What follows belongs to an exercise in optimizing a design on an open flow for small area, a short achievable clock period and few clock cycles; a production flow would make more cautious choices. RTL that was checked went through simulation tests only; none was proved equivalent to the original. The RTL of runs 5 and 6 was laid out without a check of its function. No run shown here takes its clock network from TritonCTS; it comes from the design's own scripts or RTL. No driver is modelled on the clock port, so clock power and skew are understated where the tree is cut down; a real chip needs a root buffer or a tree. Power is estimated from default activity; no workload was simulated.

--- flow/design.v ---
`timescale 1ns/10ps
module LBP ( clk, reset, gray_addr, gray_req, gray_ready, gray_data, lbp_addr, lbp_valid, lbp_data, finish);
input   	clk;
input   	reset;
output  reg [13:0] 	gray_addr;
output  reg      	gray_req;
input   	    gray_ready;
input   [7:0] 	gray_data;
output  reg [13:0] 	lbp_addr;
output  reg 	lbp_valid;
output  reg [7:0] 	lbp_data;
output  reg 	finish;
localparam K = 10;
reg        run;       
reg [3:0]  idx;       
reg [3:0]  s;         
reg [3:0]  rh;        
reg [6:0]  col;       
reg        cend;      
reg        at7;       
reg        last;      
reg        v1, f1;    
reg        first;     
reg        wrapped;   
wire       step_col = run & last;            
wire       step_strip = step_col & cend;     
wire [3:0] idx_n = !run ? idx : last ? 4'd0 : idx + 4'd1;
wire [3:0] s_p1 = s + 4'd1;
wire [3:0] s_n = step_strip ? s_p1 : s;
wire [6:0] col_n = step_col ? col + 7'd1 : col;
wire [3:0] rh_n = (run & at7) ? rh + 4'd1 : (step_col & ~cend) ? rh - 4'd1 : rh;
always @(posedge clk or posedge reset) begin
    if (reset) begin
        run <= 1'b0;
        idx <= 4'd0;
        s <= 4'd0;
        rh <= 4'd0;
        col <= 7'd0;
        cend <= 1'b0;
        at7 <= 1'b0;
        last <= 1'b0;
        first <= 1'b0;
        wrapped <= 1'b0;
    end else begin
        first <= step_col;
        wrapped <= step_strip;
        run <= run | gray_ready;
        idx <= idx_n;
        s <= s_n;
        rh <= rh_n;
        col <= col_n;
        if (step_col) cend <= (col == 7'd126);
        at7 <= run & (idx == 4'd6);
        last <= run & (idx == 4'd8);
    end
end
wire [2:0] idx_m2 = idx[2:0] - 3'd2;
wire [6:0] lrow = first ? {(wrapped ? s : s_p1), 3'd0} : {s, idx_m2};
wire [6:0] lcol = first ? col - 7'd2 : col - 7'd1;
function [1:0] cmp2;
    input [7:0] a, b;
    reg [7:0] g, p;
    reg g76, p76, g54, p54, g32, p32, g10, p10, g74, p74, g30, p30, gg, pp;
    begin
        g = a & ~b;
        p = a | ~b;
        g76 = g[7] | (p[7] & g[6]);  p76 = p[7] & p[6];
        g54 = g[5] | (p[5] & g[4]);  p54 = p[5] & p[4];
        g32 = g[3] | (p[3] & g[2]);  p32 = p[3] & p[2];
        g10 = g[1] | (p[1] & g[0]);  p10 = p[1] & p[0];
        g74 = g76 | (p76 & g54);     p74 = p76 & p54;
        g30 = g32 | (p32 & g10);     p30 = p32 & p10;
        gg  = g74 | (p74 & g30);     pp  = p74 & p30;
        cmp2 = {gg | pp, ~gg};
    end
endfunction
reg [7:0]  sr [0:K+1];  
reg [2:0]  pb [0:K];    
reg        q5;          
reg        q1;          
reg        q2a, q2b;    
wire [7:0] p  = sr[0];      
wire [7:0] dl = sr[K-1];    
wire [7:0] l  = sr[K];      
wire [7:0] ul = sr[K+1];    
wire p_ge_ul, ul_ge_p, p_ge_l, l_ge_p, p_ge_dl, dl_ge_p, l_ge_ul, ul_ge_l;
assign {p_ge_ul, ul_ge_p} = cmp2(p, ul);
assign {p_ge_l,  l_ge_p}  = cmp2(p, l);
assign {p_ge_dl, dl_ge_p} = cmp2(p, dl);
assign {l_ge_ul, ul_ge_l} = cmp2(l, ul);
integer j;
always @(posedge clk) begin
    sr[0] <= gray_data;
    for (j = 1; j <= K+1; j = j + 1) sr[j] <= sr[j-1];
    pb[0] <= {dl_ge_p, l_ge_p, ul_ge_p};
    for (j = 1; j <= K; j = j + 1) pb[j] <= pb[j-1];
    q5 <= p_ge_l;
    q1 <= ul_ge_l;
    q2a <= p_ge_dl;
    q2b <= q2a;
    gray_req <= run | gray_ready;
    gray_addr <= {rh_n, idx_n[2:0], col_n};
    v1 <= run && (idx[3:1] != 3'd0) && (col[6:1] != 6'd0) && !(s == 4'd15 && idx[3]);
    f1 <= run && cend && (s == 4'd15) && (idx == 4'd7);
    lbp_valid <= v1 & run;    
    finish <= f1 & run;
    lbp_addr <= {lrow, lcol};
    lbp_data <= {p_ge_ul, l_ge_ul, pb[K][2], q5, pb[K][1], q2b, q1, pb[K][0]};
end
endmodule
--- flow/flow/run.sh ---
#!/bin/bash
# Own layout flow: the standard flow (standard.sh, unchanged synthesis),
# except that the clock tree is one level of clock buffers driven by the
# clock port, built by flow/clock_tree.tcl before CTS (PRE_CTS_TCL hook);
# TritonCTS is skipped. standard.sh's output goes to standard.log; each
# ORFS step keeps its own log under orfs/logs.
set -euo pipefail
cd "$(dirname "$0")/.."
export PRE_CTS_TCL="$(pwd)/flow/clock_tree.tcl"
bash standard.sh > standard.log 2>&1
--- flow/flow/clock_tree.tcl ---
# Clock tree of two levels, built before CTS (PRE_CTS_TCL); the CTS command
# itself is then skipped. The registers are split by balanced k-means on their
# places into NLEAF groups, each clocked by a leaf buffer at its centre; the
# leaf buffers are split the same way into NTOP groups, each driven by a top
# buffer at its centre, and the clock port drives the NTOP top buffers.
proc env_or {name default} {
  if {[info exists ::env($name)]} { return $::env($name) }
  return $default
}
set nleaf [env_or MY_CLK_NLEAF 8]
set ntop [env_or MY_CLK_NTOP 4]
set leafcell [env_or MY_CLK_LEAF sky130_fd_sc_hd__clkbuf_16]
set topcell [env_or MY_CLK_TOP sky130_fd_sc_hd__clkbuf_8]

# balanced k-means of points {x y} into k groups of at most ceil(n/k);
# returns the group of each point
proc bkmeans {pts k} {
  set n [llength $pts]
  set mx 0.0; set my 0.0
  foreach p $pts { set mx [expr {$mx + [lindex $p 0]}]; set my [expr {$my + [lindex $p 1]}] }
  set mx [expr {$mx / $n}]; set my [expr {$my / $n}]
  set order {}
  for {set i 0} {$i < $n} {incr i} {
    set p [lindex $pts $i]
    lappend order [list $i [expr {atan2([lindex $p 1] - $my, [lindex $p 0] - $mx)}]]
  }
  set order [lsort -real -index 1 $order]
  set assign [lrepeat $n 0]
  for {set j 0} {$j < $n} {incr j} { lset assign [lindex $order $j 0] [expr {$j * $k / $n}] }
  set cap [expr {($n + $k - 1) / $k}]
  for {set iter 0} {$iter < 50} {incr iter} {
    set cx [lrepeat $k 0.0]; set cy [lrepeat $k 0.0]; set cn [lrepeat $k 0]
    for {set i 0} {$i < $n} {incr i} {
      set c [lindex $assign $i]; set p [lindex $pts $i]
      lset cx $c [expr {[lindex $cx $c] + [lindex $p 0]}]
      lset cy $c [expr {[lindex $cy $c] + [lindex $p 1]}]
      lset cn $c [expr {[lindex $cn $c] + 1}]
    }
    for {set c 0} {$c < $k} {incr c} {
      if {[lindex $cn $c] > 0} {
        lset cx $c [expr {[lindex $cx $c] / [lindex $cn $c]}]
        lset cy $c [expr {[lindex $cy $c] / [lindex $cn $c]}]
      }
    }
    set pairs {}
    for {set i 0} {$i < $n} {incr i} {
      set p [lindex $pts $i]
      for {set c 0} {$c < $k} {incr c} {
        lappend pairs [list [expr {abs([lindex $p 0] - [lindex $cx $c]) + abs([lindex $p 1] - [lindex $cy $c])}] $i $c]
      }
    }
    set new [lrepeat $n -1]; set used [lrepeat $k 0]
    foreach pr [lsort -real -index 0 $pairs] {
      lassign $pr d i c
      if {[lindex $new $i] >= 0 || [lindex $used $c] >= $cap} { continue }
      lset new $i $c
      lset used $c [expr {[lindex $used $c] + 1}]
    }
    if {$new eq $assign} { break }
    set assign $new
  }
  return $assign
}

# centre of each group
proc centres {pts assign k} {
  set cx [lrepeat $k 0.0]; set cy [lrepeat $k 0.0]; set cn [lrepeat $k 0]
  foreach p $pts c $assign {
    lset cx $c [expr {[lindex $cx $c] + [lindex $p 0]}]
    lset cy $c [expr {[lindex $cy $c] + [lindex $p 1]}]
    lset cn $c [expr {[lindex $cn $c] + 1}]
  }
  set out {}
  for {set c 0} {$c < $k} {incr c} {
    lappend out [list [expr {[lindex $cx $c] / max(1, [lindex $cn $c])}] [expr {[lindex $cy $c] / max(1, [lindex $cn $c])}]]
  }
  return $out
}

set block [ord::get_db_block]
set core [$block getCoreArea]
proc add_buffer {name cell at in_net} {
  set block [ord::get_db_block]
  set core [$block getCoreArea]
  set master [[ord::get_db] findMaster $cell]
  set inst [odb::dbInst_create $block $master $name]
  set x [expr {int([lindex $at 0]) - [$master getWidth] / 2}]
  set y [expr {int([lindex $at 1]) - [$master getHeight] / 2}]
  set x [expr {max([$core xMin], min($x, [$core xMax] - [$master getWidth]))}]
  set y [expr {max([$core yMin], min($y, [$core yMax] - [$master getHeight]))}]
  $inst setLocation $x $y
  $inst setPlacementStatus PLACED
  set net [odb::dbNet_create $block clknet_$name]
  $net setSigType CLOCK
  [$inst findITerm A] connect $in_net
  [$inst findITerm X] connect $net
  return $net
}

set clk_net [$block findNet clk]
set sinks [$clk_net getITerms]
set pts {}
foreach it $sinks {
  set bb [[$it getInst] getBBox]
  lappend pts [list [expr {([$bb xMin] + [$bb xMax]) / 2.0}] [expr {([$bb yMin] + [$bb yMax]) / 2.0}]]
}
set leaf_of [bkmeans $pts $nleaf]
set leaf_at [centres $pts $leaf_of $nleaf]
set top_of [bkmeans $leaf_at $ntop]
set top_at [centres $leaf_at $top_of $ntop]

set top_net {}
for {set t 0} {$t < $ntop} {incr t} {
  lappend top_net [add_buffer clktop_$t $topcell [lindex $top_at $t] $clk_net]
}
for {set c 0} {$c < $nleaf} {incr c} {
  set net [add_buffer clkleaf_$c $leafcell [lindex $leaf_at $c] [lindex $top_net [lindex $top_of $c]]]
  set cnt 0
  foreach it $sinks g $leaf_of {
    if {$g == $c} { $it disconnect; $it connect $net; incr cnt }
  }
  puts "clock leaf $c (top [lindex $top_of $c]) at [lindex $leaf_at $c] drives $cnt registers"
}
set_propagated_clock [all_clocks]
rename clock_tree_synthesis {}
proc clock_tree_synthesis {args} { puts "clock_tree_synthesis skipped: the clock tree is built by clock_tree.tcl" }
--- flow/standard.sh ---
#!/bin/bash
# synth_recipe.tcl (not shown) runs the flow's synth.tcl, then flattens the netlist and writes it again
# the make line also repeats each setting of config.mk as NAME=value (left out here)
make -C /OpenROAD-flow-scripts/flow DESIGN_CONFIG=/design/flow/config.mk WORK_HOME=/design/flow/orfs CLKGATE_MAP_FILE= SYNTH_SCRIPT=/design/flow/synth_recipe.tcl "${@:-finish}"
--- flow/config.mk ---
export PLATFORM = sky130hd
export DESIGN_NAME = LBP
export DESIGN_NICKNAME = LBP
export VERILOG_FILES = /design/flow/design.v
export SDC_FILE = /design/flow/constraint.sdc
export NUM_CORES = 4
export LEC_CHECK = 0
export CAP_MARGIN = 20
export CORE_MARGIN = 2
export CORE_UTILIZATION = 40
export PLACE_DENSITY = 0.6
export SETUP_SLACK_MARGIN = 1.9
export SLEW_MARGIN = 20
--- flow/constraint.sdc ---
create_clock -name core_clock -period 3.3 [get_ports {clk}]
set_input_delay 0.6600 -clock core_clock [delete_from_list [all_inputs] [get_ports {clk}]]
set_output_delay 0.6600 -clock core_clock [all_outputs]
set_load 0.01 [all_outputs]
==> results of run 1 <==
placed cells by master, fill, tap and decap left out, types with 10 or more instances in the layout:
master / n
nor2_1: 16
dfxtp_2: 13
nand2_1: 18
ha_1: 11
dfrtp_1: 19
buf_2: 31
clkdlybuf4s50_1: 10
buf_4: 14
nand3_1: 11
dfxtp_1: 160
nor2b_1: 11
xnor2_1: 17
inv_1: 20
layer usage:
| metal | track usage, % | share of wire (%) | up-vias |
|---|---|---|---|
| met1 | 15.0 | 45 | 1417 |
| met3 | 1.78 | 5.9 | 21 |
| met2 | 19.4 | 46 | 69 |
| li1 | - | - | 1546 |
| met4 | 2.59 | 2.6 | 0 |
| met5 | 0 | 0 | - |
layout make-up:
class / count / area (um^2) / area share (%)
inverters: 26 / 106 / 1.61
flip-flops and latches: 199 / 4140 / 62.7
plain buffers: 12 / 255 / 3.87
repair buffers: 63 / 444 / 6.73
well taps: 180 / 225 / 3.41
multi-input cells: 193 / 1430 / 21.6
what timing repair did:
action                                  in CTS  in global routing
hold buffers                                 0                  0
resized for setup                          173                 33
buffers inserted                             7                  7
endpoints found under the hold margin        0                  0
endpoints found under the setup margin      85                 55
pin swaps                                    0                  7
cloned                                       0                  0
per-stage QoR:
stage / hold WS, ps / cells / power, mW / worst slack [ps] / cell area (um^2)
3_5_place_dp: 312 / 647 / 3.95 / 1370 / 6270
3_3_place_gp: 310 / 647 / 3.92 / 1390 / 6270
5_1_grt: 325 / 673 / 5.40 / 1840 / 6600
2_1_floorplan: 310 / 422 / 3.49 / 1860 / 5570
6_report: 318 / 673 / 5.11 / 1870 / 6600
4_1_cts: 315 / 666 / 5.08 / 1720 / 6440
power groups by stage:
stage | Combinational, mW | Clock, mW | Sequential [mW]
2_1_floorplan | 0.461 | 0 | 3.03
3_3_place_gp | 0.927 | 0 | 2.99
3_5_place_dp | 0.941 | 0 | 3.00
4_1_cts | 0.909 | 1.23 | 2.93
5_1_grt | 1.09 | 1.33 | 2.98
6_report | 0.982 | 1.19 | 2.93
state kept, by name (all words and copies together), names as in the netlist:
register,count
at7,1
cend,1
col,7
f1,1
finish,1
first,1
gray_addr,14
gray_req,1
idx,4
last,1
lbp_addr,14
lbp_data,8
lbp_valid,1
pb,33
q1,1
q2a,1
q2b,1
q5,1
rh,4
run,1
s,4
sr,96
v1,1
wrapped,1
cell families (layout without fill, tap and decap cells):
logic type	count (synthesis)	in the layout	synth area share, %
flops	199	199	73.8
simple gates	96	96	9.21
compound gates	57	57	7.50
buf+inv	30	101	2.11
xor+xnor	21	21	3.30
fa+ha+maj	16	16	3.53
mux	3	3	0.584
path summary, 6_finish.rpt:
path                                       from                  end  cells past startpoint
setup / recovery           lbp_addr[11]$_DFF_P_         lbp_addr[11]                      1
hold / removal                 pb[3][0]$_DFF_P_     pb[4][0]$_DFF_P_                      0
setup reg to reg               col[1]$_DFF_PP0_  lbp_addr[5]$_DFF_P_                      6
hold reg to reg                pb[3][0]$_DFF_P_     pb[4][0]$_DFF_P_                      0
max in group asynchronous                 reset     col[3]$_DFF_PP0_                      2
min in group asynchronous                 reset     col[0]$_DFF_PP0_                      2
==> impl_results.md, run 1 <==
* Status: no timing/DRC/antenna violations
* DRC Markers at 0
* Later-pin clock latency in the skew report at 300 ps
* CP arrival at 770 ps
* Worst path buffer plus inverter count at 1
* Static Leak at 2.88 nW
* Most numerous cell in the Yosys netlist: dfxtp_1
* Sw frac at 25.8%
* Layout cells sized above 1 at 23.3%
* Die Width at 122 um
* Crit path cell chain: clkbuf_2
* Total internal power at 3.79 mW
* Antenna Cells at 0
* Clock transition at the registers of the reported paths at 100 ps
* Largest stage delay on the critical path at 340 ps
* Routability congestion estimate at 0.784
* Final Util at 48.1%
* Sequential power share at 57.4%
* Synth cell types at 51
* Post-DP HPWL at 5580 um
* Yosys top cell area share at 62.5%
* Number of global-route vias before repair at 2943
* Antenna violations before repair at 0
* Combinational power share at 19.2%
* Most frequent cells after synthesis: 174 x dfxtp_1, 25 x dfrtp_1, 25 x inv_1
* Req. time, crit path at 2640 ps
* Via density at 4.54
* Post-Synthesis Cells at 422
* Largest delay share family, worst path: flip-flops
* Gr usage total at 11.3%
* Critical-path top delay cell: dfxtp_2
* Max cap viols at 0
* Total core area at 13700 um^2
* First-pass GRT wire length at 14000 um
* Area Growth Syn to Fin at 18.4%
* Pwr dens at 774 nW/um^2
* Final setup vio count at 0
* DR iter-0 viols at 181
* Vias at 3053
* Final worst path period share at 43.3%
* DR WL/cell at 12.5 um
* Avg Synthesized Cell Area at 13.2 um^2
* Largest net degree at the start of global routing at 26
* Crit path launch type: register
* Synth Cell Area at 5570 um^2
* Worst VDD drop at 0.413 mV
* Filler cells at 1214
* Die Height at 122 um
* # IOs at 50
* Critical Path End Type: output pin
* Final hold violations at 0
* Critical path fanouts, max at 1
* Clk pwr share at 23.3%
* EDFF count, synth at 0
* TritonRoute pass-1 iters at 5
* Share of flip-flops with an asynchronous set or reset at 12.6%
* RSZ-0062 raised after global routing: true
* Least-Margin Pin Slew at 554 ps
* Min-Delay Path Class: register to register
* Clock Skews at 15.8 ps
* Setup TNS at 0 ps
* WL final at 8440 um
* Cell taking the most area after synthesis: dfxtp_1
* Top post-synthesis cells by area: dfxtp_1 63%, dfrtp_1 11%, ha_1 3.1%
* Reg2reg setup slack at 1890 ps
* Worst slew margin at 63.0%
* #FFs+latches synth at 199
* Sequential share of the synthesized area at 73.8%
* Detail Route Antenna Nets at 0
* DIE AREA at 14900 um^2
* Synth Warn # at 3
* Crit path time final at 1430 ps
* Port bufs at 49
* FP Rows at 43
* Syn_nets at 447
* Nets at 520
* Setup CP Type: register to output pin
* Final slew viol count at 0
* F_max at 701 MHz
* Initial Util at 40.6%
* GR Overflow Total at 0
* P_sw at 1.32 mW
* Top FF cell, synth: dfxtp_1
Testbench counts, summed over its fixed seeds: cycles 163,840.
==> run 2, diff against run 1 <==
==> flow/flow/run.sh (replaced) <==
#!/bin/bash
# Own layout flow: the standard flow (standard.sh, unchanged synthesis),
# with two hooks: flow/ports.tcl after global placement sets the port
# buffers' cells (POST_GLOBAL_PLACE_TCL), and flow/clock_tree.tcl builds a
# two-level clock tree before CTS, which TritonCTS then skips (PRE_CTS_TCL).
# standard.sh's output goes to standard.log; each ORFS step keeps its own log
# under orfs/logs.
set -euo pipefail
cd "$(dirname "$0")/.."
export POST_GLOBAL_PLACE_TCL="$(pwd)/flow/ports.tcl"
export PRE_CTS_TCL="$(pwd)/flow/clock_tree.tcl"
bash standard.sh > standard.log 2>&1
==> flow/flow/ports.tcl (new file) <==
# After global placement (POST_GLOBAL_PLACE_TCL): the port buffers that
# buffer_ports inserted become buf_1 on inputs (each drives few pins) and
# buf_2 on outputs (each drives one port).
foreach inst [[ord::get_db_block] getInsts] {
  set name [$inst getName]
  set cell [[$inst getMaster] getName]
  if {[string match "input*" $name] && $cell ne "sky130_fd_sc_hd__buf_1"} {
    replace_cell $name sky130_fd_sc_hd__buf_1
  } elseif {[string match "output*" $name] && $cell ne "sky130_fd_sc_hd__buf_2"} {
    replace_cell $name sky130_fd_sc_hd__buf_2
  }
}
==> impl_results.md, run 2 <==
* Status: no timing/DRC/antenna violations
* Total core area at 13700 um^2
* Via density at 4.56
* Port bufs at 49
* Critical-path top delay cell: dfrtp_2
* Final Worst Setup Slack at 1880 ps
* Avg Synthesized Cell Area at 13.2 um^2
* Final Util at 47.6%
* GR Overflow Total at 0
* Static Leak at 2.86 nW
* First-pass GRT wire length at 14000 um
* DR iter-0 viols at 174
* Clk pwr share at 23.2%
* Top post-synthesis cells by area: dfxtp_1 63%, dfrtp_1 11%, ha_1 3.1%
* Synth cell types at 51
* Filler cells at 1234
* Area Growth Syn to Fin at 17.3%
* Cell total after placement at 647
* Critical Path End Type: register
* TritonRoute pass-1 iters at 4
* Nets at 521
* Yosys top cell area share at 62.5%
* DIE AREA at 14900 um^2
* Pwr dens at 787 nW/um^2
* Most flop-heavy register: sr
* # IOs at 50
* Least-Margin Pin Slew at 921 ps
* RSZ-0062 raised after global routing: true
* CP arrival at 1600 ps
* Max FFs per register at 96
* Fin area at 6530 um^2
* Share of flip-flops with an asynchronous set or reset at 12.6%
* DR WL/cell at 12.4 um
* Top FF cell, synth: dfxtp_1
* Syn_nets at 447
* Area of the multi-input gates at 1400 um^2
* Most frequent cells in the layout: 160 x dfxtp_1, 30 x buf_2, 22 x inv_1
* Max cap viols at 0
* Area after DPL at 6010 um^2
* Crit path launch type: register
* Post-Place Worst Slack at 1700 ps
* Total internal power at 3.83 mW
* Final worst path period share at 43.0%
* DRC Markers at 0
* Cell taking the most area after synthesis: dfxtp_1
* Layout cells sized above 1 at 22.5%
* Sw frac at 25.5%
* Worst VDD drop at 0.402 mV
* Vias at 3072
* Worst path buffer plus inverter count at 1
* Crit path cell chain: inv_4, ha_4, nor2b_4, o21ai_2, or3_4, xnor2_1
* Clock Skews at 15.3 ps
* Biggest regs: sr x96, pb x33
* Most frequent cells after synthesis: 174 x dfxtp_1, 25 x dfrtp_1, 25 x inv_1
* Final hold violations at 0
* Synth Warn # at 3
* EDFF count, synth at 0
* Final setup vio count at 0
* Antenna Cells at 0
* Initial Util at 40.6%
* Combinational power share at 19.7%
* Gr usage total at 11.3%
* Setup CP Type: register to register
* Number of global-route vias before repair at 2987
* Synth Cell Area at 5570 um^2
* Later-pin clock latency in the skew report at 300 ps
* Non-Filler Instances at 674
* WL final at 8340 um
* Largest stage delay on the critical path at 440 ps
* Die Width at 122 um
* F_max at 705 MHz
* Sequential share of the synthesized area at 73.8%
* Min-Delay Path Class: register to register
* Post-Synthesis Cells at 422
* P_sw at 1.31 mW
* Antenna violations before repair at 0
* FF/Latch Area at 4140 um^2
* Largest net degree at the start of global routing at 26
* Commonest non-fill, non-tap cell in the layout: dfxtp_1
* Post-DP HPWL at 5580 um
* Die Height at 122 um
* Setup TNS at 0 ps
* Sequential power share at 57.1%
* #FFs+latches synth at 199
* Final slew viol count at 0
* Detail Route Antenna Nets at 0
* Clock transition at the registers of the reported paths at 100 ps
* Req. time, crit path at 3490 ps
* Crit path time final at 1420 ps
* Most numerous cell in the Yosys netlist: dfxtp_1
* Worst slew margin at 38.2%
* Critical path fanouts, max at 3
* FP Rows at 43
* Largest delay share family, worst path: simple AND/OR/NAND/NOR gates
run 2: cell count changes in the layout (fill, tap and decap cells not counted), moves of 2 or more:
cell             delta
inv_2               -2
buf_6               +3
buf_1              +10
clkdlybuf4s50_1    -10
inv_1               +2
run 2: cell families (layout without fill, tap and decap cells):
logic type / count (synthesis) / in the layout / share of synthesized area, %
AO/OA/AOI/OAI: 57 / 57 / 7.50
adder cells (fa/ha/maj): 16 / 16 / 3.53
XOR/XNOR: 21 / 21 / 3.30
multiplexers: 3 / 3 / 0.584
flip-flops: 199 / 199 / 73.8
AND/OR/NAND/NOR: 96 / 96 / 9.21
buffers and inverters: 30 / 102 / 2.11
run 2: through the flow:
stage | power, mW | hold slack, ps
6_report | 5.14 | 315
3_5_place_dp | 3.80 | 312
5_1_grt | 5.45 | 328
2_1_floorplan | 3.49 | 310
3_3_place_gp | 3.92 | 310
4_1_cts | 5.13 | 321
run 2: cell type report:
class | count | share of cell area, %
Tap cell | 180 | 3.45
Buffer | 12 | 3.91
Timing Repair Buffer | 64 | 6.21
Multi-Input combinational cell | 193 | 21.5
Sequential cell | 199 | 63.4
Inverter | 26 | 1.57
run 2: power groups by stage:
stage	clock, mW	combinational [mW]	sequential, mW
final	1.19	1.01	2.93
after detailed placement	0	0.799	3.00
after floorplan	0	0.461	3.03
after CTS	1.24	0.962	2.93
after global routing	1.34	1.13	2.98
after global placement	0	0.927	2.99
run 2: routing by layer:
metal	wire [um]	GRT usage, %	up-vias	part of all wire (%)
li1	-	-	1559	-
met4	115	1.72	0	1.4
met1	3820	15.1	1430	46
met2	3940	19.7	72	47
met3	459	1.64	11	5.5
met5	0	0	-	0
run 2: path summary, 6_finish.rpt:
kind                       depth (start not counted)  slack [ps]              start                  end
max in group asynchronous                          2        2380              reset     col[3]$_DFF_PP0_
min in group asynchronous                          2         440              reset     col[0]$_DFF_PP0_
hold reg to reg                                    0         310  pb[10][1]$_DFF_P_  lbp_data[3]$_DFF_P_
hold / removal                                     0         310  pb[10][1]$_DFF_P_  lbp_data[3]$_DFF_P_
setup / recovery                                   6        1880   col[1]$_DFF_PP0_  lbp_addr[6]$_DFF_P_
setup reg to reg                                   6        1880   col[1]$_DFF_PP0_  lbp_addr[6]$_DFF_P_
run 2: timing repair:
item / in CTS / in global routing
gates resized for setup: 19 / 30
cloned: 0 / 0
buffers inserted: 13 / 2
pin swaps: 5 / 7
setup endpoints to repair: 37 / 54
hold buffers: 0 / 0
==> run 3, diff against run 2 <==
--- a/flow/flow/run.sh
+++ b/flow/flow/run.sh
@@ -11,2 +11,3 @@
 export PRE_CTS_TCL="$(pwd)/flow/clock_tree.tcl"
+export MY_CLK_NLEAF=16 MY_CLK_LEAF=sky130_fd_sc_hd__clkinv_4 MY_CLK_TOP=sky130_fd_sc_hd__clkinv_16
 bash standard.sh > standard.log 2>&1
--- a/flow/flow/clock_tree.tcl
+++ b/flow/flow/clock_tree.tcl
@@ -95,3 +95,3 @@
   [$inst findITerm A] connect $in_net
-  [$inst findITerm X] connect $net
+  [$inst findITerm [expr {[string match "*inv*" $cell] ? "Y" : "X"}]] connect $net
   return $net
@@ -126 +126,4 @@
 proc clock_tree_synthesis {args} { puts "clock_tree_synthesis skipped: the clock tree is built by clock_tree.tcl" }
+# the tree's inverters are its own: no cloning next to the registers
+rename repair_clock_inverters {}
+proc repair_clock_inverters {args} { puts "repair_clock_inverters skipped: the clock tree is built by clock_tree.tcl" }
--- a/flow/config.mk
+++ b/flow/config.mk
@@ -11,3 +11,3 @@
 export PLACE_DENSITY = 0.6
-export SETUP_SLACK_MARGIN = 1.9
+export SETUP_SLACK_MARGIN = 2.0
 export SLEW_MARGIN = 20
==> impl_results.md, run 3 <==
* Most numerous cell in the Yosys netlist: dfxtp_1
* Area Growth Syn to Fin at 20.4%
* Via density at 4.57
* Largest delay share family, worst path: simple AND/OR/NAND/NOR gates
* TritonRoute pass-1 iters at 4
* Worst VDD drop at 0.384 mV
* Req. time, crit path at 3330 ps
* Post-synthesis adder-cell area fraction at 3.53%
* Reg2reg start: col[1]$_DFF_PP0_
* Clock Skews at 17.7 ps
* WL final at 8680 um
* Sequential share of the synthesized area at 73.8%
* DIE AREA at 14900 um^2
* Setup CP Type: register to register
* Largest stage delay on the critical path at 430 ps
* Most frequent cells in the layout: 160 x dfxtp_1, 39 x buf_2, 19 x inv_1, 19 x buf_4, 18 x dfrtp_1
* Worst slew margin at 60.9%
* Setup TNS at 0 ps
* Simple-gate share of the synthesized area at 9.21%
* Detail Route Antenna Nets at 0
* FP Rows at 43
* Final worst path period share at 42.5%
* Most frequent cells after synthesis: 174 x dfxtp_1, 25 x dfrtp_1, 25 x inv_1
* Critical Path End Type: register
* Post-Synth XOR/XNOR Area at 3.30%
* Nets at 535
* Clock transition at the registers of the reported paths at 80 ps
* DR iter-0 viols at 225
* Crit path cell chain: inv_4, ha_4, nor2b_4, o21ai_2, or3_1, xnor2_1
* Hold Path Origin: sr[8][3]$_DFF_P_
* Max cap viols at 0
* Synth Cell Area at 5570 um^2
* Status: no timing/DRC/antenna violations
* CP arrival at 1430 ps
* EDFF count, synth at 0
* Syn_nets at 447
* Biggest regs: sr x96, pb x33
* Cell taking the most area after synthesis: dfxtp_1
* Post-Synthesis Cells at 422
* Area of the multi-input gates at 1570 um^2
* Final Util at 48.9%
* First-pass GRT wire length at 14400 um
* Max FFs per register at 96
* Worst setup path start: col[1]$_DFF_PP0_
* Most flop-heavy register: sr
* Worst path buffer plus inverter count at 1
* Largest net degree at the start of global routing at 26
* Top FF cell, synth: dfxtp_1
* Area fraction in compound gates after synthesis at 7.50%
* Number of global-route vias before repair at 3108
* Critical-path top delay cell: dfrtp_2
* Final hold violations at 0
* Final slew viol count at 0
* Antenna violations before repair at 0
* Layout cells sized above 1 at 30.3%
* Least-Margin Pin Slew at 585 ps
* GR Overflow Total at 0
* Later-pin clock latency in the skew report at 140 ps
* Critical path fanouts, max at 4
* Filler cells at 1201
* Port bufs at 49
* DRC Markers at 0
* RSZ-0062 raised after global routing: true
* Total core area at 13700 um^2
* Avg Synthesized Cell Area at 13.2 um^2
* Multiplexer area fraction after synthesis at 0.584%
* Static Leak at 2.90 nW
* Final setup vio count at 0
* Die Width at 122 um
* Share of flip-flops with an asynchronous set or reset at 12.6%
* Synth cell types at 51
* Synth Warn # at 3
* Gr usage total at 11.6%
* # IOs at 50
* Post-DP HPWL at 5530 um
* Yosys top cell area share at 62.5%
* Antenna Cells at 0
* Die Height at 122 um
* #FFs+latches synth at 199
* Crit path time final at 1400 ps
* Min-Delay Path Class: register to register
* Crit path launch type: register
* F_max at 714 MHz
* Commonest non-fill, non-tap cell in the layout: dfxtp_1
* Top post-synthesis cells by area: dfxtp_1 63%, dfrtp_1 11%, ha_1 3.1%
* DR WL/cell at 12.6 um
* Pwr dens at 741 nW/um^2
* Initial Util at 40.6%
* Vias at 3147
* FF/Latch Area at 4150 um^2
* Largest family of logic cells by synthesized area: simple AND/OR/NAND/NOR gates
[run 3: cell counts after synthesis]
No cell type changed its count.
[run 3: where the power goes]
| part | internal [mW] | switching [mW] | leakage [nW] |
|---|---|---|---|
| sequential | 2.77 | 0.155 | 1.78 |
| combinational | 0.514 | 0.542 | 1.01 |
| clock | 0.224 | 0.768 | 0.112 |
[run 3: routing by layer]
metal  GRT usage (%)  share of wire, %  vias up
li1                -                 -     1587
met1            14.6                43     1440
met2            20.1                46       93
met3            2.11               6.4       27
met4            4.31               3.9        0
met5               0                 0        -
[run 3: timing repair]
| item | 4_1_cts | 5_1_grt |
|---|---|---|
| hold buffers | 0 | 0 |
| endpoints found under the setup margin | 59 | 25 |
| gates resized for setup | 48 | 33 |
| hold endpoints to repair | 0 | 0 |
| pin swaps | 17 | 14 |
| buffers inserted | 17 | 4 |
[run 3: final cells by class]
type | count | share of cell area [%]
Inverter | 46 | 5.50
Sequential cell | 199 | 61.8
Multi-Input combinational cell | 193 | 23.4
Timing Repair Buffer | 70 | 5.93
Tap cell | 180 | 3.36
[run 3: kinds of logic after synthesis]
kind of cell,after synthesis
AND/OR/NAND/NOR,96
multiplexers,3
flip-flops,199
XOR/XNOR,21
adder cells (fa/ha/maj),16
AO/OA/AOI/OAI,57
buffers and inverters,30
[run 3: path summary, 6_finish.rpt]
kind | cells after the start | slack (ps) | to
setup / recovery | 6 | 1900 | lbp_addr[6]$_DFF_P_
hold / removal | 0 | 310 | sr[9][3]$_DFF_P_
setup reg to reg | 6 | 1900 | lbp_addr[6]$_DFF_P_
hold reg to reg | 0 | 310 | sr[9][3]$_DFF_P_
max in group asynchronous | 2 | 2340 | run$_DFF_PP0_
min in group asynchronous | 2 | 590 | s[0]$_DFFE_PP0P_
[run 3: worst reg2reg max path, delay by kind of cell, from the launching register on]
| family | cells | cell delay [ps] |
|---|---|---|
| AO/OA/AOI/OAI | 1 | 70 |
| XOR/XNOR | 1 | 130 |
| adder cells (fa/ha/maj) | 1 | 130 |
| buffers and inverters | 1 | 90 |
| flip-flops | 1 | 430 |
| AND/OR/NAND/NOR | 2 | 450 |
[run 3: stage by stage]
step	instance area (um^2)	instances	hold WS, ps	worst slack (ps)	total power [mW]
after floorplan	5570	422	310	1860	3.49
after global routing	6710	688	327	1850	5.28
final	6710	688	313	1900	4.97
after detailed placement	6010	647	312	1700	3.79
after global placement	6270	647	310	1390	3.91
after CTS	6560	684	320	1860	4.97
==> run 4, diff against run 3 <==
--- a/flow/flow/run.sh
+++ b/flow/flow/run.sh
@@ -11,3 +11,3 @@
 export PRE_CTS_TCL="$(pwd)/flow/clock_tree.tcl"
-export MY_CLK_NLEAF=16 MY_CLK_LEAF=sky130_fd_sc_hd__clkinv_4 MY_CLK_TOP=sky130_fd_sc_hd__clkinv_16
+export MY_CLK_NLEAF=8 MY_CLK_LEAF=sky130_fd_sc_hd__clkinv_16 MY_CLK_TOP=sky130_fd_sc_hd__clkinv_8
 bash standard.sh > standard.log 2>&1
==> impl_results.md, run 4 <==
* Status: no timing/DRC/antenna violations
* Critical path fanouts, max at 4
* CP arrival at 1450 ps
* Clock transition at the registers of the reported paths at 70 ps
* GR Overflow Total at 0
* Total internal power at 3.50 mW
* Sequential power share at 57.7%
* Gr usage total at 11.3%
* Fin area at 6710 um^2
* Combinational power share at 20.0%
* DR iter-0 viols at 257
* Fin Hold WS at 320 ps
* Post-Synthesis Cells at 422
* Layout cells sized above 1 at 28.5%
* Min-Delay Path Class: register to register
* Cell total after placement at 647
* Sequential share of the synthesized area at 73.8%
* Post-DP HPWL at 5530 um
* Most flop-heavy register: sr
* Final setup vio count at 0
* Detail Route Antenna Nets at 0
* Top post-synthesis cells by area: dfxtp_1 63%, dfrtp_1 11%, ha_1 3.1%
* Initial Util at 40.6%
* Nets at 521
* Synth Warn # at 3
* P_sw at 1.58 mW
* Later-pin clock latency in the skew report at 170 ps
* Worst VDD drop at 0.404 mV
* Crit path time final at 1390 ps
* Largest net degree at the start of global routing at 26
* Antenna Cells at 0
* WL final at 8550 um
* Commonest non-fill, non-tap cell in the layout: dfxtp_1
* Synth Cell Area at 5570 um^2
* Biggest regs: sr x96, pb x33
* Sw frac at 31.0%
* Setup CP Type: register to register
* Via density at 4.54
* # IOs at 50
* Number of global-route vias before repair at 3030
* Die Height at 122 um
* Setup TNS at 0 ps
* First-pass GRT wire length at 14100 um
* Synth cell types at 51
* Syn_nets at 447
* Top FF cell, synth: dfxtp_1
* Clock Skews at 13.7 ps
* Most frequent cells after synthesis: 174 x dfxtp_1, 25 x dfrtp_1, 25 x inv_1
* Antenna violations before repair at 0
* DRC Markers at 0
* Share of flip-flops with an asynchronous set or reset at 12.6%
* TritonRoute pass-1 iters at 4
* Max FFs per register at 96
* Final hold violations at 0
* Static Leak at 2.88 nW
* Area after DPL at 6010 um^2
* RSZ-0062 raised after global routing: true
* DIE AREA at 14900 um^2
* Clk pwr share at 22.3%
* DR WL/cell at 12.7 um
* Vias at 3058
* F_max at 718 MHz
* #FFs+latches synth at 199
* Final worst path period share at 42.2%
* EDFF count, synth at 0
* Port bufs at 49
* Pwr dens at 757 nW/um^2
* FP Rows at 43
* Crit path launch type: register
* Die Width at 122 um
* Worst slew margin at 61.1%
* Total core area at 13700 um^2
* Yosys top cell area share at 62.5%
* Most numerous cell in the Yosys netlist: dfxtp_1
* Most frequent cells in the layout: 155 x dfxtp_1, 35 x buf_2, 20 x inv_1
* Cell taking the most area after synthesis: dfxtp_1
* Final slew viol count at 0
* Least-Margin Pin Slew at 582 ps
* Avg Synthesized Cell Area at 13.2 um^2
* Req. time, crit path at 3350 ps
* Non-Filler Instances at 674
* Max cap viols at 0
* Area Growth Syn to Fin at 20.4%
* Critical Path End Type: register
-- run 4: cell types whose count changed in the layout (fill, tap and decap cells not counted), sizes merged --
cell | previous run | this run
clkinv | 20 | 12
buf | 70 | 64
-- run 4: path summary, 6_finish.rpt --
path / to / slack [ps] / cells after the start / from
setup / recovery: lbp_addr[5]$_DFF_P_ / 1910 / 6 / col[1]$_DFF_PP0_
min in group asynchronous: first$_DFF_PP0_ / 560 / 2 / reset
setup reg to reg: lbp_addr[5]$_DFF_P_ / 1910 / 6 / col[1]$_DFF_PP0_
max in group asynchronous: col[2]$_DFF_PP0_ / 2380 / 2 / reset
hold / removal: pb[1][0]$_DFF_P_ / 320 / 0 / pb[0][0]$_DFF_P_
hold reg to reg: pb[1][0]$_DFF_P_ / 320 / 0 / pb[0][0]$_DFF_P_
-- run 4: cell families (layout without fill, tap and decap cells) --
logic type / after synthesis / in the layout / share of synthesized area (%)
AOI/OAI and AO/OA: 57 / 57 / 7.50
xor gates and xnor gates: 21 / 21 / 3.30
adders and majority gates: 16 / 16 / 3.53
buffers and inverters: 30 / 102 / 2.11
DFF: 199 / 199 / 73.8
muxes: 3 / 3 / 0.584
and+or+nand+nor: 96 / 96 / 9.21
-- run 4: cell type report --
| type | instances | area, um^2 |
|---|---|---|
| Tap cell | 180 | 225 |
| Timing Repair Buffer | 64 | 374 |
| Multi-Input combinational cell | 193 | 1540 |
| Sequential cell | 199 | 4160 |
| Fill cell | 1195 | 7010 |
| Inverter | 38 | 412 |
-- run 4: what timing repair did --
item                       in CTS  in global routing
hold buffers                    0                  0
resized for setup              40                 45
gates cloned                    0                  0
setup endpoints to repair      60                 31
pin swaps                      11                 18
buffers inserted               14                  1
-- run 4: critical path: stages (launching register included) --
cell and delay, ps:
dfrtp_2 430, inv_4 80, buf_4 100, ha_1 130, nand2_1 80, or3_1 330, xnor2_1 130
-- run 4: metrics by stage --
step | worst slack, ps | power (mW) | utilization (%)
floorplan | 1860 | 3.49 | -
global placement | 1390 | 3.91 | 45.7
detailed placement | 1700 | 3.79 | 43.8
CTS | 1870 | 5.05 | 47.8
global route | 1840 | 5.39 | 48.9
finish | 1910 | 5.08 | 48.9
-- run 4: power groups by stage --
stage | Sequential [mW] | Combinational, mW | Clock, mW
2_1_floorplan | 3.03 | 0.461 | 0
3_3_place_gp | 2.99 | 0.928 | 0
3_5_place_dp | 2.99 | 0.793 | 0
4_1_cts | 2.92 | 0.942 | 1.19
5_1_grt | 2.97 | 1.13 | 1.29
6_report | 2.93 | 1.01 | 1.13
-- run 4: routing by layer --
layer | routed length [um] | track usage, % | vias to the layer above
li1 | - | - | 1545
met1 | 3830 | 14.5 | 1424
met2 | 4010 | 19.9 | 77
met3 | 556 | 2.25 | 12
met4 | 150 | 2.23 | 0
met5 | 0 | 0 | -
==> run 5, diff against run 4 <==
--- a/flow/design.v
+++ b/flow/design.v
@@ -32,4 +32,7 @@
 always @(posedge clk or posedge reset) begin
-    if (reset) begin
-        run <= 1'b0;
+    if (reset) run <= 1'b0;
+    else run <= run | gray_ready;
+end
+always @(posedge clk) begin
+    if (!run) begin
         idx <= 4'd0;
@@ -44,6 +47,5 @@
     end else begin
-        first <= step_col;
-        wrapped <= step_strip;
-        run <= run | gray_ready;
-        idx <= idx_n;
+        first <= last;
+        wrapped <= last & cend;
+        idx <= last ? 4'd0 : idx + 4'd1;
         s <= s_n;
@@ -51,5 +53,5 @@
         col <= col_n;
-        if (step_col) cend <= (col == 7'd126);
-        at7 <= run & (idx == 4'd6);
-        last <= run & (idx == 4'd8);
+        if (last) cend <= (col == 7'd126);
+        at7 <= (idx == 4'd6);
+        last <= (idx == 4'd8);
     end
--- a/flow/config.mk
+++ b/flow/config.mk
@@ -11,3 +11,3 @@
 export PLACE_DENSITY = 0.6
-export SETUP_SLACK_MARGIN = 2.0
+export SETUP_SLACK_MARGIN = 2.1
 export SLEW_MARGIN = 20
==> impl_results.md, run 5 <==
* Status: no timing/DRC/antenna violations
* Syn_nets at 467
* CP arrival at 1470 ps
* Combinational power share at 22.9%
* Synth Warn # at 3
* Sequential share of the synthesized area at 71.8%
* DRC Markers at 0
* RSZ-0062 raised after global routing: true
* Final worst path period share at 42.7%
* Post-Place Worst Slack at 1340 ps
* Number of global-route vias before repair at 2922
* Worst setup path start: run$_DFF_PP0_
* Later-pin clock latency in the skew report at 170 ps
* Total core area at 13700 um^2
* Min-Delay Path Class: primary input to async pin
* Share of flip-flops with an asynchronous set or reset at 0.503%
* Filler cells at 1221
* FP Rows at 43
* Worst slew margin at 71.2%
* Final Worst Setup Slack at 1890 ps
* Via density at 4.55
* EDFF count, synth at 0
* Antenna Cells at 0
* Crit path launch type: register
* Reg2reg setup slack at 1890 ps
* Critical Path End Type: register
* Most numerous cell in the Yosys netlist: dfxtp_1
* Least-Margin Pin Slew at 432 ps
* Sequential power share at 56.3%
* #FFs+latches synth at 199
* # IOs at 50
* Layout cells sized above 1 at 31.9%
* Nets at 551
* DIE AREA at 14800 um^2
* Max cap viols at 0
* Clock Skews at 11.2 ps
* Clock transition at the registers of the reported paths at 60 ps
* Final slew viol count at 0
* Final hold violations at 0
* Area Growth Syn to Fin at 24.3%
* Setup TNS at 0 ps
* Static Leak at 2.91 nW
* Critical path fanouts, max at 4
* Req. time, crit path at 3360 ps
* Cell taking the most area after synthesis: dfxtp_1
* Post-Synthesis Cells at 442
* Die Width at 122 um
* Yosys top cell area share at 71.3%
* Most flop-heavy register: sr
* Clk pwr share at 20.8%
* Initial Util at 40.5%
* First-pass GRT wire length at 13800 um
* Detail Route Antenna Nets at 0
* WL final at 8570 um
* Final setup vio count at 0
* Pwr dens at 781 nW/um^2
* Port bufs at 49
* DR WL/cell at 12.2 um
* Synth cell types at 52
* Final Util at 50.4%
* Top FF cell, synth: dfxtp_1
* Max FFs per register at 96
* Capture point of the worst reg-to-reg path: rh[3]$_SDFF_PN0_
* F_max at 710 MHz
* Avg Synthesized Cell Area at 12.6 um^2
* R2r worst-path depth at 4
* P_sw at 1.66 mW
* Worst VDD drop at 0.358 mV
* Die Height at 122 um
* Reg2reg start: run$_DFF_PP0_
* Biggest regs: sr x96, pb x33
* Sw frac at 30.8%
* Post-CTS Hold Fix Bufs at 0
* Final total power at 5.40 mW
* Gr usage total at 11.1%
* Most frequent cells in the layout: 158 x dfxtp_1, 31 x dfxtp_2, 24 x nand2_1
* TritonRoute pass-1 iters at 8
* DR iter-0 viols at 182
* Commonest non-fill, non-tap cell in the layout: dfxtp_1
* Setup CP Type: register to register
* Total internal power at 3.74 mW
* Vias at 3204
* Crit path time final at 1410 ps
* Most frequent cells after synthesis: 198 x dfxtp_1, 26 x inv_1, 25 x nand2_1
* Post-DP HPWL at 5540 um
* Antenna violations before repair at 0
* Synth Cell Area at 5560 um^2
* Top post-synthesis cells by area: dfxtp_1 71%, ha_1 3.2%, nor2b_1 2.1%
* End of the critical path: rh[3]$_SDFF_PN0_
* GR Overflow Total at 0
* Largest net degree at the start of global routing at 26
run 5: critical path, stage by stage (launching register included):
cell	delay (ps)
dfrtp_4	500
a2111o_1	380
o22ai_2	180
xor2_2	80
and2_1	150
run 5: power groups by stage:
stage               clock network [mW]  logic [mW]  registers [mW]
floorplan                            0       0.538            3.06
global placement                     0       0.988            3.06
detailed placement                   0       0.860            3.06
CTS                               1.18        1.06            3.01
global route                      1.28        1.36            3.08
finish                            1.12        1.24            3.04
run 5: area by class of cell:
type / count / area (um^2) / area share, %
inverters: 38 / 410 / 5.94
multi-input cells: 210 / 1640 / 23.7
flip-flops and latches: 199 / 4070 / 58.8
well taps: 180 / 225 / 3.26
repair buffers: 77 / 568 / 8.22
run 5: logic make-up (layout without fill, tap and decap cells):
group / Yosys count / after routing / synth area share (%)
compound gates: 56 / 56 / 7.34
mux: 2 / 2 / 0.360
flops: 199 / 199 / 71.8
fa+ha+maj: 16 / 16 / 3.54
buf+inv: 33 / 115 / 2.41
simple gates: 114 / 114 / 11.0
xor+xnor: 22 / 22 / 3.60
run 5: how the worst min path moves through the flow:
stage                 startpoint                  end  slack (ps)
6_report                   reset        run$_DFF_PP0_         290
5_1_grt                    reset        run$_DFF_PP0_         290
3_3_place_gp    pb[9][0]$_DFF_P_    pb[10][0]$_DFF_P_         310
4_1_cts                    reset        run$_DFF_PP0_         280
2_1_floorplan  pb[10][0]$_DFF_P_  lbp_data[0]$_DFF_P_         310
3_5_place_dp    pb[3][2]$_DFF_P_     pb[4][2]$_DFF_P_         310
run 5: what timing repair did:
action / in CTS / in global routing
buffers inserted: 22 / 6
pin swaps: 17 / 16
endpoints found under the setup margin: 95 / 86
gates resized for setup: 63 / 59
run 5: routing by layer:
layer | track usage [%] | vias up | wire, um
met3 | 1.59 | 14 | 328
li1 | - | 1623 | -
met1 | 15.6 | 1502 | 4170
met4 | 2.44 | 0 | 190
met2 | 18.4 | 65 | 3870
met5 | 0 | - | 0
run 5: stage by stage:
step / instance area (um^2) / hold slack, ps / cells
after CTS: 6650 / 281 / 698
after detailed placement: 6010 / 312 / 664
after floorplan: 5590 / 310 / 442
final: 6910 / 287 / 704
after global placement: 6260 / 310 / 664
after global routing: 6910 / 285 / 704
==> run 6, diff against run 5 <==
--- a/flow/config.mk
+++ b/flow/config.mk
@@ -11,3 +11,3 @@
 export PLACE_DENSITY = 0.6
-export SETUP_SLACK_MARGIN = 2.1
+export SETUP_SLACK_MARGIN = 2.0
 export SLEW_MARGIN = 20
==> impl_results.md, run 6 <==
* Biggest regs: sr x96, pb x33
* Top FF cell, synth: dfxtp_1
* Number of global-route vias before repair at 3047
* Die Width at 122 um
* #FFs+latches synth at 199
* F_max at 674 MHz
* Top post-synthesis cells by area: dfxtp_1 71%, ha_1 3.2%, nor2b_1 2.1%
* Final worst path period share at 45.0%
* Pwr dens at 771 nW/um^2
* Setup CP Type: register to register
* CP arrival at 1550 ps
* Critical Path End Type: register
* # IOs at 50
* Final Util at 49.2%
* Crit path time final at 1480 ps
* Critical path fanouts, max at 4
* Layout cells sized above 1 at 25.3%
* Max cap viols at 0
* DR iter-0 viols at 227
* Largest stage delay on the critical path at 430 ps
* Status: no timing/DRC/antenna violations
* Most numerous cell in the Yosys netlist: dfxtp_1
* FP Rows at 43
* Total core area at 13700 um^2
* Synth cell types at 52
* Met2 Use GR at 18.8%
* Worst path buffer plus inverter count at 1
* DR WL/cell at 12.1 um
* M1 GR Usage at 15.1%
* R2r worst-path depth at 5
* Yosys top cell area share at 71.3%
* Area Growth Syn to Fin at 21.5%
* Min-Delay Path Class: primary input to async pin
* Nets at 548
* Most flop-heavy register: sr
* Area of the multi-input gates at 1580 um^2
* Final hold violations at 0
* Busiest grt layer: met2
* Later-pin clock latency in the skew report at 170 ps
* Least-Margin Pin Slew at 412 ps
* Synth Warn # at 3
* Cell total after placement at 665
* Crit path launch type: register
* WL final at 8500 um
* Clock Skews at 10.3 ps
* Reg2reg setup slack at 1820 ps
* TritonRoute pass-1 iters at 4
* Initial Util at 40.5%
* Fin area at 6750 um^2
* Share of flip-flops with an asynchronous set or reset at 0.503%
* Static Leak at 2.91 nW
* Via density at 4.58
* RSZ-0062 raised after global routing: true
* GR Overflow Total at 0
* DIE AREA at 14800 um^2
* Die Height at 122 um
* Port bufs at 49
* Detail Route Antenna Nets at 0
* Antenna Cells at 0
* Worst slew margin at 72.5%
* FF/Latch Area at 4050 um^2
* Clock transition at the registers of the reported paths at 60 ps
* Filler cells at 1212
* Max FFs per register at 96
* Post-CTS Hold Fix Bufs at 0
* DRC Markers at 0
* Most frequent cells in the layout: 174 x dfxtp_1, 37 x buf_2, 22 x inv_1, 22 x nand2_1, 19 x buf_4
* EDFF count, synth at 0
* Area after DPL at 5990 um^2
* Final setup vio count at 0
* First-pass GRT wire length at 14000 um
* Reg2reg start: run$_DFF_PP0_
* Post-Synthesis Cells at 442
* Final slew viol count at 0
* GR Util met3 at 1.31%
* Cell taking the most area after synthesis: dfxtp_1
* Largest net degree at the start of global routing at 26
* Setup TNS at 0 ps
* Gr usage total at 11.2%
* Vias at 3211
* Critical-path top delay cell: dfrtp_2
* Sequential share of the synthesized area at 71.8%
* Worst VDD drop at 0.360 mV
* Capture point of the worst reg-to-reg path: rh[3]$_SDFF_PN0_
* Commonest non-fill, non-tap cell in the layout: dfxtp_1
* Syn_nets at 467
* Crit path cell chain: buf_8, a2111o_1, o22ai_2, xor2_2, and2_1
* Req. time, crit path at 3370 ps
* Largest delay share family, worst path: compound AO/OA/AOI/OAI gates
* Synth Cell Area at 5560 um^2
* Post-DP HPWL at 5600 um
* Non-Filler Instances at 701
* Antenna violations before repair at 0
* Avg Synthesized Cell Area at 12.6 um^2
* Most frequent cells after synthesis: 198 x dfxtp_1, 26 x inv_1, 25 x nand2_1
run 6: cell counts after synthesis:
Identical to the previous run, type by type.
run 6: worst register-to-register path, delay by kind of cell (launching register included):
kind	cells	cell delay [ps]
flip-flops	1	430
XOR/XNOR	1	100
AO/OA/AOI/OAI	2	570
AND/OR/NAND/NOR	1	160
buffers and inverters	1	130
run 6: per-layer routing:
metal / share of wire [%] / vias to the layer above
li1: - / 1620
met1: 48 / 1506
met2: 45 / 68
met3: 3.9 / 17
met4: 2.9 / 0
met5: 0 / -
run 6: timing repair:
| item | 4_1_cts | 5_1_grt |
|---|---|---|
| buffers inserted | 18 | 5 |
| endpoints found under the setup margin | 34 | 31 |
| pin swaps | 18 | 17 |
| cloned | 1 | 0 |
| gates resized for setup | 42 | 40 |
run 6: per-stage QoR:
stage	setup slack, ps	total power [mW]	hold WS [ps]
after floorplan	1950	3.59	310
after global placement	1590	4.04	310
after detailed placement	1580	3.91	312
after CTS	1820	5.16	300
after global routing	1790	5.53	298
final	1820	5.21	299
run 6: cell families after synthesis:
| kind of cell | Yosys count | share of synthesized area (%) |
|---|---|---|
| buf+inv | 33 | 2.41 |
| simple gates | 114 | 11.0 |
| fa+ha+maj | 16 | 3.54 |
| mux | 2 | 0.360 |
| compound gates | 56 | 7.34 |
| xor+xnor | 22 | 3.60 |
| flops | 199 | 71.8 |
run 6: worst max-delay path by stage:
stage / slack [ps] / end / start / depth (start not counted)
floorplan: 1950 / rh[3]$_SDFF_PN0_ / run$_DFF_PP0_ / 5
global placement: 1590 / rh[3]$_SDFF_PN0_ / run$_DFF_PP0_ / 5
detailed placement: 1580 / rh[3]$_SDFF_PN0_ / run$_DFF_PP0_ / 5
CTS: 1820 / rh[3]$_SDFF_PN0_ / run$_DFF_PP0_ / 5
global route: 1790 / rh[3]$_SDFF_PN0_ / run$_DFF_PP0_ / 6
finish: 1820 / rh[3]$_SDFF_PN0_ / run$_DFF_PP0_ / 5
run 6: power breakdown:
group | internal [mW] | switching [mW] | total [mW]
combinational | 0.538 | 0.538 | 1.08
sequential | 2.80 | 0.202 | 3.00
clock | 0.239 | 0.890 | 1.13
total | 3.58 | 1.63 | 5.21
run 6: final cells by class:
cell class                      instances  area share (%)
Tap cell                              180            3.34
Inverter                               38            6.04
Timing Repair Buffer                   74            7.30
Multi-Input combinational cell        210            23.4
Sequential cell                       199            60.0
==> run 7, diff against run 6 <==
--- a/flow/design.v
+++ b/flow/design.v
@@ -24,9 +24,8 @@
 reg        wrapped;   
-wire       step_col = run & last;            
-wire       step_strip = step_col & cend;     
-wire [3:0] idx_n = !run ? idx : last ? 4'd0 : idx + 4'd1;
+wire       step_strip = last & cend;         
+wire [3:0] idx_n = !run ? 4'd0 : last ? 4'd0 : idx + 4'd1;
 wire [3:0] s_p1 = s + 4'd1;
 wire [3:0] s_n = step_strip ? s_p1 : s;
-wire [6:0] col_n = step_col ? col + 7'd1 : col;
-wire [3:0] rh_n = (run & at7) ? rh + 4'd1 : (step_col & ~cend) ? rh - 4'd1 : rh;
+wire [6:0] col_n = last ? col + 7'd1 : col;
+wire [3:0] rh_n = at7 ? rh + 4'd1 : (last & ~cend) ? rh - 4'd1 : rh;
 always @(posedge clk or posedge reset) begin
@@ -49,3 +48,3 @@
         wrapped <= last & cend;
-        idx <= last ? 4'd0 : idx + 4'd1;
+        idx <= idx_n;
         s <= s_n;
@@ -60,3 +59,3 @@
 wire [6:0] lrow = first ? {(wrapped ? s : s_p1), 3'd0} : {s, idx_m2};
-wire [6:0] lcol = first ? col - 7'd2 : col - 7'd1;
+wire [6:0] lcol = col + {6'b111111, ~first};    
 function [1:0] cmp2;
--- a/flow/config.mk
+++ b/flow/config.mk
@@ -11,3 +11,3 @@
 export PLACE_DENSITY = 0.6
-export SETUP_SLACK_MARGIN = 2.0
+export SETUP_SLACK_MARGIN = 2.1
 export SLEW_MARGIN = 20
==> impl_results.md, run 7 <==
* Status: no timing/DRC/antenna violations
* Final worst path period share at 40.1%
* Synth Warn # at 3
* DR iter-0 viols at 150
* Largest delay share family, worst path: compound AO/OA/AOI/OAI gates
* Clock transition at the registers of the reported paths at 60 ps
* Max cap viols at 0
* F_max at 755 MHz
* Top FF cell, synth: dfxtp_1
* Most numerous cell in the Yosys netlist: dfxtp_1
* Filler cells at 1175
* Crit path time final at 1320 ps
* Synth cell types at 50
* GR Overflow Total at 0
* Area of the multi-input gates at 1600 um^2
* Number of global-route vias before repair at 2903
* Setup TNS at 0 ps
* Initial Util at 41.0%
* FF/Latch Area at 4070 um^2
* Post-Synthesis Cells at 433
* Most flop-heavy register: sr
* DR WL/cell at 12.1 um
* Final slew viol count at 0
* Avg Synthesized Cell Area at 12.6 um^2
* Total core area at 13300 um^2
* Setup CP Type: register to register
* Area Growth Syn to Fin at 23.4%
* Commonest non-fill, non-tap cell in the layout: dfxtp_1
* Cell taking the most area after synthesis: dfxtp_1
* Most frequent cells in the layout: 161 x dfxtp_1, 28 x buf_2, 24 x dfxtp_2
* Crit path cell chain: nor2b_4, maj3_2, a211o_1, a21o_1
* Critical path fanouts, max at 7
* DIE AREA at 14600 um^2
* Max FFs per register at 96
* Final Worst Setup Slack at 1980 ps
* EDFF count, synth at 0
* TritonRoute pass-1 iters at 6
* Later-pin clock latency in the skew report at 170 ps
* Req. time, crit path at 3350 ps
* FP Rows at 42
* Reg2reg start: sr[0][2]$_DFF_P_
* Worst setup path start: sr[0][2]$_DFF_P_
* #FFs+latches synth at 199
* Least-Margin Pin Slew at 361 ps
* Clock Skews at 13.8 ps
* Synth Cell Area at 5450 um^2
* Pwr dens at 775 nW/um^2
* Yosys top cell area share at 72.7%
* Critical Path End Type: register
* Critical-path top delay cell: dfxtp_4
* Share of flip-flops with an asynchronous set or reset at 0.503%
* RSZ-0062 raised after global routing: true
* Worst slew margin at 75.9%
* Die Width at 121 um
* Gr usage total at 10.8%
* Syn_nets at 456
* Crit path launch type: register
* Post-CTS Hold Fix Bufs at 0
* Final setup vio count at 0
* Post-DP HPWL at 5250 um
* CP arrival at 1380 ps
* Layout cells sized above 1 at 31.3%
* WL final at 8220 um
* Vias at 3069
* Min-Delay Path Class: primary input to async pin
* Port bufs at 49
* Worst VDD drop at 0.492 mV
* Antenna violations before repair at 0
* Largest stage delay on the critical path at 360 ps
* Static Leak at 2.84 nW
* Antenna Cells at 0
* Biggest regs: sr x96, pb x33
* Largest net degree at the start of global routing at 26
* DRC Markers at 0
* Worst path buffer plus inverter count at 0
* Nets at 529
* Sequential share of the synthesized area at 73.1%
* Top post-synthesis cells by area: dfxtp_1 73%, ha_1 2.8%, xnor2_1 1.9%
* First-pass GRT wire length at 13300 um
* Detail Route Antenna Nets at 0
* Most frequent cells after synthesis: 198 x dfxtp_1, 26 x inv_1, 24 x nor2_1
* Final hold violations at 0
* Via density at 4.51
* # IOs at 50
* Post-Place Worst Slack at 1820 ps
* Die Height at 121 um
==> run 7: changes by cell type after synthesis, sizes merged, moves of 3 or more <==
| cell | change |
|---|---|
| nor2b | -4 |
| o22ai | -3 |
| o21ai | -3 |
| nand3 | -3 |
| nor2 | +8 |
==> run 7: area by class of cell <==
class	count	area share, %
repair buffers	65	6.28
inverters	39	6.15
flip-flops and latches	199	60.5
well taps	176	3.27
multi-input cells	201	23.8
==> run 7: final timing paths <==
kind | endpoint | slack, ps | cells past startpoint
setup / recovery | lbp_data[7]$_DFF_P_ | 1980 | 4
hold / removal | run$_DFF_PP0_ | 290 | 2
setup reg to reg | lbp_data[7]$_DFF_P_ | 1980 | 4
hold reg to reg | lbp_data[3]$_DFF_P_ | 310 | 0
max in group asynchronous | run$_DFF_PP0_ | 2910 | 2
min in group core_clock | lbp_data[3]$_DFF_P_ | 310 | 0
==> run 7: logic make-up (layout without fill, tap and decap cells) <==
kind of cell / Yosys count / after routing / synth area share [%]
simple gates: 113 / 113 / 10.9
fa+ha+maj: 14 / 14 / 3.14
flops: 199 / 199 / 73.1
buf+inv: 33 / 104 / 2.36
compound gates: 53 / 53 / 7.07
xor+xnor: 21 / 21 / 3.37
==> run 7: what timing repair did <==
action / in CTS / in global routing
buffers inserted: 11 / 5
gates resized for setup: 68 / 61
pin swaps: 13 / 10
setup endpoints to repair: 76 / 61
==> run 7: metal layers <==
metal	vias to the layer above	routed length [um]	part of all wire (%)	track usage, %
li1	1571	-	-	-
met1	1444	3910	48	15.1
met2	45	3900	47	18.2
met3	9	290	3.5	1.42
met4	0	128	1.6	2.11
met5	-	0	0	0
==> run 7: power by group <==
| part | internal, mW | switching [mW] |
|---|---|---|
| clock network | 0.240 | 0.895 |
| logic | 0.536 | 0.489 |
| registers | 2.82 | 0.237 |
==> run 7: stage by stage <==
stage | hold WS, ps | utilization, % | instances | area [um^2] | power [mW]
final | 291 | 50.6 | 680 | 6730 | 5.22
after global routing | 279 | 50.6 | 680 | 6730 | 5.55
after CTS | 288 | 48.8 | 675 | 6480 | 5.12
after detailed placement | 312 | 44.3 | 652 | 5890 | 3.84
after global placement | 311 | 46.2 | 652 | 6150 | 3.98
after floorplan | 310 | - | 433 | 5460 | 3.55
Testbench counts of run 7, summed over its fixed seeds: cycles 163,840.
==> run 8, diff against run 7 <==
--- a/flow/config.mk
+++ b/flow/config.mk
@@ -9,5 +9,5 @@
 export CORE_MARGIN = 2
-export CORE_UTILIZATION = 40
-export PLACE_DENSITY = 0.6
-export SETUP_SLACK_MARGIN = 2.1
+export CORE_UTILIZATION = 55
+export PLACE_DENSITY = 0.75
+export SETUP_SLACK_MARGIN = 2.0
 export SLEW_MARGIN = 20
==> impl_results.md, run 8 <==
* #FFs+latches synth at 199
* Crit path launch type: register
* Initial Util at 56.3%
* Detail Route Antenna Nets at 0
* WL final at 7810 um
* Layout cells sized above 1 at 22.0%
* Clk pwr share at 22.3%
* Synth Warn # at 3
* TritonRoute pass-1 iters at 4
* Antenna violations before repair at 0
* EDFF count, synth at 0
* Critical Path End Type: register
* Worst slew margin at 74.9%
* Pwr dens at 789 nW/um^2
* Filler cells at 719
* Post-Synthesis Cells at 433
* Final Util at 65.3%
* Post-Place Worst Slack at 1820 ps
* Final slew viol count at 0
* Largest stage delay on the critical path at 360 ps
* Biggest regs: sr x96, pb x33
* Status: no timing/DRC/antenna violations
* FP Rows at 36
* Commonest non-fill, non-tap cell in the layout: dfxtp_1
* Syn_nets at 456
* Most frequent cells after synthesis: 198 x dfxtp_1, 26 x inv_1, 24 x nor2_1
* Top post-synthesis cells by area: dfxtp_1 73%, ha_1 2.8%, xnor2_1 1.9%
* Req. time, crit path at 3350 ps
* DR iter-0 viols at 122
* Total core area at 9680 um^2
* F_max at 752 MHz
* Avg Synthesized Cell Area at 12.6 um^2
* Vias at 2984
* Total internal power at 3.46 mW
* Nets at 517
* Post-CTS Hold Fix Bufs at 0
* Yosys top cell area share at 72.7%
* Die Width at 104 um
* Number of global-route vias before repair at 2819
* Final worst path period share at 40.3%
* RSZ-0062 raised after global routing: true
* Final total power at 4.99 mW
* Reg2reg start: sr[0][2]$_DFF_P_
* Most flop-heavy register: sr
* Clock Skews at 10.8 ps
* GR Overflow Total at 0
* Final Worst Setup Slack at 1970 ps
* Via density at 4.77
* Final setup vio count at 0
* Setup TNS at 0 ps
* Sw frac at 30.6%
* Reg2reg setup slack at 1970 ps
* Combinational power share at 17.5%
* Top FF cell, synth: dfxtp_1
* Most numerous cell in the Yosys netlist: dfxtp_1
* Later-pin clock latency in the skew report at 170 ps
* Antenna Cells at 0
* Critical-path top delay cell: dfxtp_4
* Least-Margin Pin Slew at 376 ps
* Largest net degree at the start of global routing at 26
* CP arrival at 1380 ps
* Most frequent cells in the layout: 174 x dfxtp_1, 39 x buf_2, 24 x nor2_1
* Port bufs at 49
* Post-DP HPWL at 5160 um
* Setup CP Type: register to register
* P_sw at 1.53 mW
* Max cap viols at 0
* Synth cell types at 50
* Sequential power share at 60.2%
* Share of flip-flops with an asynchronous set or reset at 0.503%
* Capture point of the worst reg-to-reg path: lbp_data[7]$_DFF_P_
* Sequential share of the synthesized area at 73.1%
* Cell taking the most area after synthesis: dfxtp_1
* DRC Markers at 0
* DR WL/cell at 12.5 um
* Crit path cell chain: nor2b_1, maj3_2, a211o_1, a21o_1
* Max FFs per register at 96
* DIE AREA at 10700 um^2
* Fin Hold WS at 287 ps
* Gr usage total at 14.0%
* Min-Delay Path Class: primary input to async pin
* Worst VDD drop at 0.569 mV
* Final hold violations at 0
* Static Leak at 2.71 nW
* First-pass GRT wire length at 12900 um
* Synth Cell Area at 5450 um^2
* Crit path time final at 1330 ps
* Critical path fanouts, max at 7
* Die Height at 104 um
* Area Growth Syn to Fin at 16.0%
* # IOs at 50
* R2r worst-path depth at 4
* Clock transition at the registers of the reported paths at 60 ps
run 8: changes by cell type in the layout (fill, tap and decap cells not counted), moves of 3 or more:
cell / delta
a21oi_2: -3
nor2b_1: +7
buf_4: -10
dfxtp_4: -7
buf_2: +11
dfxtp_2: -6
inv_1: +3
nor2b_2: -3
inv_4: -3
nor2b_4: -4
dfxtp_1: +13
buf_6: -12
a21oi_1: +3
run 8: worst max-delay path by stage:
stage / startpoint / to / slack (ps) / depth (start not counted)
floorplan: first$_SDFF_PN0_ / lbp_addr[6]$_DFF_P_ / 2010 / 7
global placement: gray_ready / run$_DFF_PP0_ / 1780 / 2
detailed placement: last$_SDFF_PN0_ / rh[1]$_SDFF_PN0_ / 1820 / 4
CTS: sr[0][2]$_DFF_P_ / lbp_data[7]$_DFF_P_ / 1970 / 4
global route: sr[0][0]$_DFF_P_ / q2a$_DFF_P_ / 1910 / 4
finish: sr[0][2]$_DFF_P_ / lbp_data[7]$_DFF_P_ / 1970 / 4
run 8: layer usage:
layer | vias to the layer above | routed length (um) | GRT usage [%]
li1 | 1532 | - | -
met1 | 1373 | 3630 | 18.9
met2 | 68 | 3650 | 24.0
met3 | 11 | 379 | 2.33
met4 | 0 | 159 | 2.99
met5 | - | 0 | 0
run 8: layout make-up:
class	instances	area [um^2]	share of cell area, %
Inverter	39	407	6.43
Tap cell	133	166	2.63
Multi-Input combinational cell	201	1450	23.0
Timing Repair Buffer	53	263	4.15
Sequential cell	199	4040	63.8
run 8: cell families after synthesis:
family,count (synthesis),synth area share (%)
DFF,199,73.1
and+or+nand+nor,113,10.9
AOI/OAI and AO/OA,53,7.07
buffers and inverters,33,2.36
xor gates and xnor gates,21,3.37
adders and majority gates,14,3.14
run 8: stage by stage:
step | instances | cell area [um^2]
2_1_floorplan | 433 | 5450
3_5_place_dp | 609 | 5830
3_3_place_gp | 609 | 6080
4_1_cts | 624 | 6190
5_1_grt | 625 | 6320
6_report | 625 | 6320
run 8: repair_timing:
item                                    4_1_cts  5_1_grt
endpoints found under the setup margin       26       20
resized for setup                            16       45
setup buffers                                 3        1
pin swaps                                     8       11
run 8: power groups by stage:
stage	clock, mW	combinational (mW)	sequential [mW]
2_1_floorplan	0	0.485	3.06
3_3_place_gp	0	0.919	3.03
3_5_place_dp	0	0.788	3.05
4_1_cts	1.15	0.816	2.99
5_1_grt	1.27	0.989	3.06
6_report	1.11	0.871	3.01
run 8: worst max-delay path: cells and delay by family, from the launching register on:
kind / cells / cell delay [ps]
AOI/OAI and AO/OA: 2 / 410
DFF: 1 / 360
adders and majority gates: 1 / 320
and+or+nand+nor: 1 / 130

==> afterwards: timing with drivers on the ports <==
In the flow no input, the clock included, has a driving cell. The finished layouts below were timed again as built, in two steps.
Step 1 assumes that a clkbuf_16 drives the clock port and a buf_2 every other input.
Step 2 adds t to the input delays and takes it off the output delays; t is the mean of the earliest and latest rising clock arrival at the registers after step 1. Input paths then give back, and output paths get back, about the clock's delay inside the block.
a / b / c = no drivers / after step 1 / after step 2; a / b = the first two.
run	t, ns	setup WS [ns]	latest minus earliest clock arrival (ns)	cell pins on the clock port's net
run 1	0.359	1.873 / 1.805 / 1.837	0.016 / 0.017	4
run 2	0.360	1.881 / 1.824 / 1.881	0.017 / 0.017	4
run 3	0.333	1.898 / 1.840 / 1.898	0.020 / 0.022	4
run 4	0.306	1.907 / 1.891 / 1.907	0.016 / 0.016	4
run 5	0.305	1.892 / 1.884 / 1.892	0.014 / 0.014	4
run 6	0.304	1.816 / 1.816 / 1.816	0.011 / 0.010	4
run 7	0.307	1.975 / 1.885 / 1.975	0.015 / 0.015	4
run 8	0.300	1.970 / 1.892 / 1.970	0.014 / 0.014	4
After both steps every run listed still meets setup and hold. For run 1, which loses most, drivers alone change the setup slack by -0.068 ns; drivers and shift together by -0.036 ns.
